From an optimization exercise on the open Yosys and OpenROAD flow, aimed at small area and a short achievable clock period; shortcuts taken in it are not production practice. Only simulation tests tie the RTL to the original design; equivalence was not proved. No activity file was given, so power comes from the tool's default toggle rates.

==> flow/design.v (outline; a module is shown in full before it is edited, if it fits) <==
// module mac_pe: 2110 lines
// module mac_pe1: 2110 lines
// module mac_pe0: 2640 lines
// module fa: 4 lines
// module fa_g: 6 lines
// module xor_g: 3 lines
// module maj_g: 3 lines
// module ha: 4 lines
// module booth_enc: 5 lines
// module booth_enc_m: 5 lines
// module pg_aoi: 4 lines
// module pg_oai: 4 lines
// module g_aoi: 3 lines
// module g_oai: 3 lines
// module systolic_array: 49 lines
module systolic_array(
    input [31:0] a1,a2,a3,
    input [31:0] b1,b2,b3,
    input rst, clk,
    output [63:0] c1,c2,c3,c4,c5,c6,c7,c8,c9
    );
  // ...
==> flow/flow/run.sh <==
#!/bin/bash
set -euo pipefail
MARGIN=6.7
bash standard.sh SETUP_SLACK_MARGIN=$MARGIN finish > standard.log 2>&1
==> flow/standard.sh <==
#!/bin/bash
# synth_recipe.tcl (not shown) runs the flow's synth.tcl, then flattens the netlist and writes it again
# the make line also repeats each setting of config.mk as NAME=value (left out here)
make -C /OpenROAD-flow-scripts/flow DESIGN_CONFIG=/design/flow/config.mk WORK_HOME=/design/flow/orfs CLKGATE_MAP_FILE= SYNTH_SCRIPT=/design/flow/synth_recipe.tcl "${@:-finish}"
==> flow/config.mk <==
export PLATFORM = sky130hd
export DESIGN_NAME = systolic_array
export DESIGN_NICKNAME = systolic_array
export VERILOG_FILES = /design/flow/design.v
export SDC_FILE = /design/flow/constraint.sdc
export NUM_CORES = 8
export LEC_CHECK = 0
export CAP_MARGIN = 20
export CORE_MARGIN = 2
export CORE_UTILIZATION = 55
export CTS_BUF_LIST = sky130_fd_sc_hd__clkbuf_4 sky130_fd_sc_hd__clkbuf_8
export PLACE_DENSITY = 0.6
export SLEW_MARGIN = 20
export SYNTH_HIERARCHICAL = 1
==> flow/constraint.sdc <==
create_clock -name core_clock -period 12.0 [get_ports {clk}]
set_input_delay 2.4000 -clock core_clock [delete_from_list [all_inputs] [get_ports {clk}]]
set_output_delay 2.4000 -clock core_clock [all_outputs]
set_load 0.01 [all_outputs]
==> reports/metrics.yaml, run 1 <==
coreArea_mm2: 0.498
critPathKind: "reg2out"
critPathTopFamily: "compound AO/OA/AOI/OAI gates"
layout_commonest_cell: "xnor2_1"
ff_latch_area_mm2: 0.0433
reg2reg_setup_slack_ps: 6670
layout.cells.non_filler: 31600
taps: 6655
cts_tree: "yes"
outcome: "complete, no violations"
cpMaxStageDelayCell: "dfxtp_4"
hold_path_end: "b3_3[3]"
cpMostUsedCell: "buf_6"
drive_above_1_share: 0.210
grt_usage: 0.395
synth_adder_area_share: 0.352
cp.arrival_ps: 3140
timing.rr.start: "b2_1[10]"
cp.required_ps: 9600
numPortBuffers: 769
synthCells: 25000
slowest_delay_ps: 390
grt_antenna_before_repair: 69
endpoint_kind: "output pin"
numCtsBuffers: 400
met3_length_um: 124000
timing.rr.end: "m5.pr[72]"
stdcell_area_mm2: 0.298
synth.avg_cell_area_um2: 11.0
async_flop_share: 0
ys_ff_latch: 2139
drcViolationCount: 0
tns_ps: 0
r2r.worst_path.cells: 11
die_h_um: 711
power_leakage_nw: 110
nets: 29700
==> run 2, diff against run 1 <==
--- a/flow/config.mk
+++ b/flow/config.mk
@@ -9,5 +9,4 @@
 export CORE_MARGIN = 2
 export CORE_UTILIZATION = 55
-export CTS_BUF_LIST = sky130_fd_sc_hd__clkbuf_4 sky130_fd_sc_hd__clkbuf_8
 export PLACE_DENSITY = 0.6
 export SLEW_MARGIN = 20
==> run 2 against run 1 <==
Net effect:
- still clean on timing, DRC and antenna
- count of clock-buffer cells in the layout decreased by 239
- core utilization increased by 1.2 points
- power increased by 1.6%
- clock power increased by 7.0%
- critical path depth decreased by 3
- area after synthesis unchanged
- final cell count increased by 0.40%
- clock skew decreased by 97 ps
- sequential power about the same
- non-clock buffer count increased by 350
- first-iteration DRC count increased by 7.8%
- critical endpoint is now c1[51]
- largest power group unchanged
- highest routed layer unchanged
==> reports/metrics.yaml, run 2 <==
outcome: "complete, no violations"  # unchanged
cts_tree: "yes"  # unchanged
synth.avg_cell_area_um2: 11.0  # unchanged
synthCells: 25000  # unchanged
die_area_mm2: 0.506  # unchanged
rows: 259  # unchanged
maxCapViolations: 0  # unchanged
cp.arrival_ps: 3170  # was 3140 ps
layout_common_cells: "xnor2_1, fa_1, a22oi_1"  # unchanged
synth_area_leaders: "fa_1, dfxtp_1, xnor2_1"  # unchanged
synth_top_flop_cell: "dfxtp_1"  # unchanged
ys_ff_latch: 2139  # unchanged
power_leakage_nw: 113  # was 110 nW
die_h_um: 711  # unchanged
grt_pass1_vias: 218000  # was 217000
routedWlPerCell_um: 33.4  # was 32.6 µm
grt_usage: 0.402  # was 0.395
endpoint_kind: "output pin"  # unchanged
drive_above_1_share: 0.214  # was 0.210
synth_top_area_frac: 0.283  # unchanged
synthToLayoutAreaGrowth_pct: 10.6  # was 8.39%
hpwlAfterDp_um: 656000  # unchanged
layout_commonest_cell: "xnor2_1"  # unchanged
p_clk_frac: 0.085  # was 0.081
power.switching_mw: 51.9  # was 51.3 mW
worstMarginPinSlew_ps: 1290  # was 1300 ps
async_flop_share: 0  # unchanged
grt_antenna_before_repair: 84  # was 69
vias_per_cell: 6.59  # was 6.54
reg_top3: "m2.pr (181), m4.pr (181), m1.st (127)"  # unchanged
syn_area_mm2: 0.275  # unchanged
critPathTopFamily: "buffers and inverters"  # was compound AO/OA/AOI/OAI gates
crit_path_cell_trace: "nand2_2 > nor2_4 > nand2_2 > o21ai_4 > a21oi_4 > o21ai_2 > xor2_1 > clkdlybuf4s50_1"  # was a21oi_4 > buf_6 > o21ai_4 > a21oi_4 > buf_6 > o21ai_4 > a21oi_4 > buf_6 > buf_6 > xnor2_2 > buf_2
grt_first_pass_wirelength_um: 1510000  # was 1490000 µm
period_share: 0.464  # was 0.462
crit_buf_inv: 1  # was 5
cts-root-buf: "clkbuf_16"  # was clkbuf_8
yosysMostFrequentCell: "xnor2_1"  # unchanged
clockBufferDepth: 4  # unchanged
finalSetupViolCount: 0  # unchanged
synth-edff-count: 0  # unchanged
startpoint_type: "register"  # unchanged
period_minus_slack_ps: 5570  # was 5540 ps
ant_nets: 0  # unchanged
setup_ws_ps: 6430  # was 6460 ps
grt_overflow: 0  # unchanged
n_fill_cell: 40900  # was 41700
fmax_mhz: 179  # was 180 MHz
stdcell_area_mm2: 0.304  # was 0.298 mm²
drcViolationCount: 0  # unchanged
cpMaxStageDelayCell: "clkdlybuf4s50_1"  # was dfxtp_4
wirelength_um: 1060000  # was 1030000 µm
slowest_delay_ps: 550  # was 390 ps
rsz0062_at_grt: "yes"  # unchanged
yosysWarnings: 10  # unchanged
dr.pass1.iters: 9  # unchanged
critPathMaxFanout: 5  # unchanged
htree_levels: 5  # unchanged
clock_sinks: 2139  # unchanged
numCtsBuffers: 274  # was 400
dp_slack_ps: 4230  # unchanged
yosys.area.top_type: "fa_1"  # unchanged
numPortBuffers: 769  # unchanged
die_w_um: 711  # unchanged
slew_headroom: 0.136  # was 0.135
power_density_mw_per_mm2: 342  # was 343 mW/mm²
p_comb_frac: 0.784  # was 0.786
vdd_drop_max_v: 0.000703  # was 0.000694 V
synth_commonest_cells: "xnor2_1, fa_1, a22oi_1, dfxtp_1, xor2_1"  # unchanged
ys_types: 34  # unchanged
ios: 770  # unchanged
critPathKind: "reg2out"  # unchanged
clkTransAtPathRegs_ps: 60  # was 70 ps
coreArea_mm2: 0.498  # unchanged
place_area_mm2: 0.280  # unchanged
yosysSeqAreaShare: 0.156  # unchanged
nets: 29900  # was 29700
grt_start_max_net_pins: 77  # unchanged
power_frac_seq: 0.130  # was 0.133
internal-power_mw: 52.2  # was 51.1 mW
hold_path_class: "reg2reg"  # unchanged
gp_congestion: 0.931  # unchanged
drtIter0Drc: 25000  # was 23200
tns_ps: 0  # unchanged
start_util: 0.553  # unchanged
swShare: 0.499  # was 0.501
finalHoldViolCount: 0  # unchanged
cpMostUsedCell: "nand2_2"  # was buf_6
clock_latency_ps: 1030  # was 1250 ps
vias: 209000  # was 206000
skew_ps: 56.7  # was 154 ps
cp.required_ps: 9600  # about the same
slew_violations: 0  # unchanged
post-route-util: 0.611  # was 0.599
-- run 2: cells by family (layout without fill, tap and decap cells) --
group / after synthesis / count (layout) / share of synthesized area
flops: 2139 / 2139 / 0.156
buf+inv: 3000 / 2994 / 0.0746
simple gates: 1775 / 1776 / 0.0272
xor+xnor: 6602 / 6602 / 0.211
fa+ha+maj: 5463 / 5463 / 0.352
other cells: 9 / 85 / 0.000123
compound gates: 5979 / 5981 / 0.180
-- run 2: worst paths after layout --
path	end	cells past startpoint	slack, ps	startpoint
hold reg to reg	rh[3]	0	370	rh[2]
setup / recovery	c1[51]	8	6430	m1.st[30]
setup reg to reg	m5.pr[76]	11	6680	b2_1[25]
hold / removal	rh[3]	0	370	rh[2]
-- run 2: final cells by class --
type | instances | area, µm² | area share
Clock inverter | 124 | 1750 | 0.00574
Antenna cell | 58 | 145 | 0.000477
Tap cell | 6655 | 8330 | 0.0273
Timing Repair Buffer | 2165 | 23900 | 0.0784
Sequential cell | 2139 | 43300 | 0.142
Inverter | 334 | 1260 | 0.00413
Multi-Input combinational cell | 19800 | 218000 | 0.716
Clock buffer | 371 | 7880 | 0.0259
-- run 2: worst reg2reg max path, cell delays in order (launching register included) --
cell	delay (ps)
dfxtp_2	700
buf_6	570
nand2_1	140
o22ai_2	170
buf_4	530
a22oi_1	210
xnor2_1	200
fa_1	530
fa_1	580
fa_1	490
fa_1	470
fa_1	580
-- run 2: timing repair --
action,CTS,global route
buffers inserted,193,372
resized for setup,1033,621
cloned,64,57
pin swaps,100,349
setup endpoints to repair,449,262
hold buffers,0,0
-- run 2: through the flow --
step                      hold slack, ps  power [mW]  cells
after global placement               357        90.3  30500
after global routing                 383         113  31700
after floorplan                      332        68.4  25000
final                                371         104  31700
after detailed placement             358        91.5  30500
after CTS                            369         102  31200
-- run 2: layer usage --
metal / up-vias / share of wire / track usage
li1: 84300 / - / -
met4: 39 / 0.087 / 0.281
met3: 3943 / 0.13 / 0.127
met2: 15000 / 0.42 / 0.597
met5: - / 0.00043 / 0.00349
met1: 106000 / 0.36 / 0.496
-- run 2: power by group through the flow --
stage | registers, mW | clock network, mW | logic, mW
6_report | 13.6 | 8.90 | 81.6
5_1_grt | 13.8 | 9.32 | 89.9
4_1_cts | 13.6 | 9.04 | 79.4
3_5_place_dp | 13.6 | 0 | 77.9
3_3_place_gp | 13.6 | 0 | 76.7
2_1_floorplan | 12.8 | 0 | 55.6
-- run 2: per-module statistics from Yosys (local to each module, per instance), excerpt --
module | flip-flops and latches | copies in the design
booth_enc | 0 | 144
systolic_array | 388 | 1
pg_aoi | 0 | 435
pg_oai | 0 | 234
fa | 0 | 3888
mac_pe | 189 | 6
xor_g | 0 | 1090
maj_g | 0 | 545
ha | 0 | 371

## what the ideal ports hide
How much do the figures lean on ideal ports? The routed layouts below were timed once more, with nothing changed but the port constraints.
Step 1 (the two cells are an assumption about what drives the block):
set clk [get_ports {clk}]
set_driving_cell -lib_cell sky130_fd_sc_hd__clkbuf_16 $clk
set_driving_cell -lib_cell sky130_fd_sc_hd__buf_2 [delete_from_list [all_inputs] $clk]
Step 2, shift: input delay + t, output delay - t, t = (earliest + latest rising clock arrival at the registers) / 2. This alone moves slack from input paths to output paths.
Slacks: no drivers / after step 1 / after step 2; pairs: no drivers / after step 1.
run | shift t [ns] | setup slack, ns | worst setup path at the end | clock arrival spread, ns
run 1 | 1.319 | 6.460 / 6.327 / 5.322 | input to register | 0.183 / 0.183
run 2 | 1.134 | 6.428 / 6.294 / 5.315 | input to register | 0.063 / 0.063
After both steps setup and hold are still met in every run listed. For run 1, which loses most, drivers alone change the setup slack by -0.133 ns; drivers and shift together by -1.138 ns.
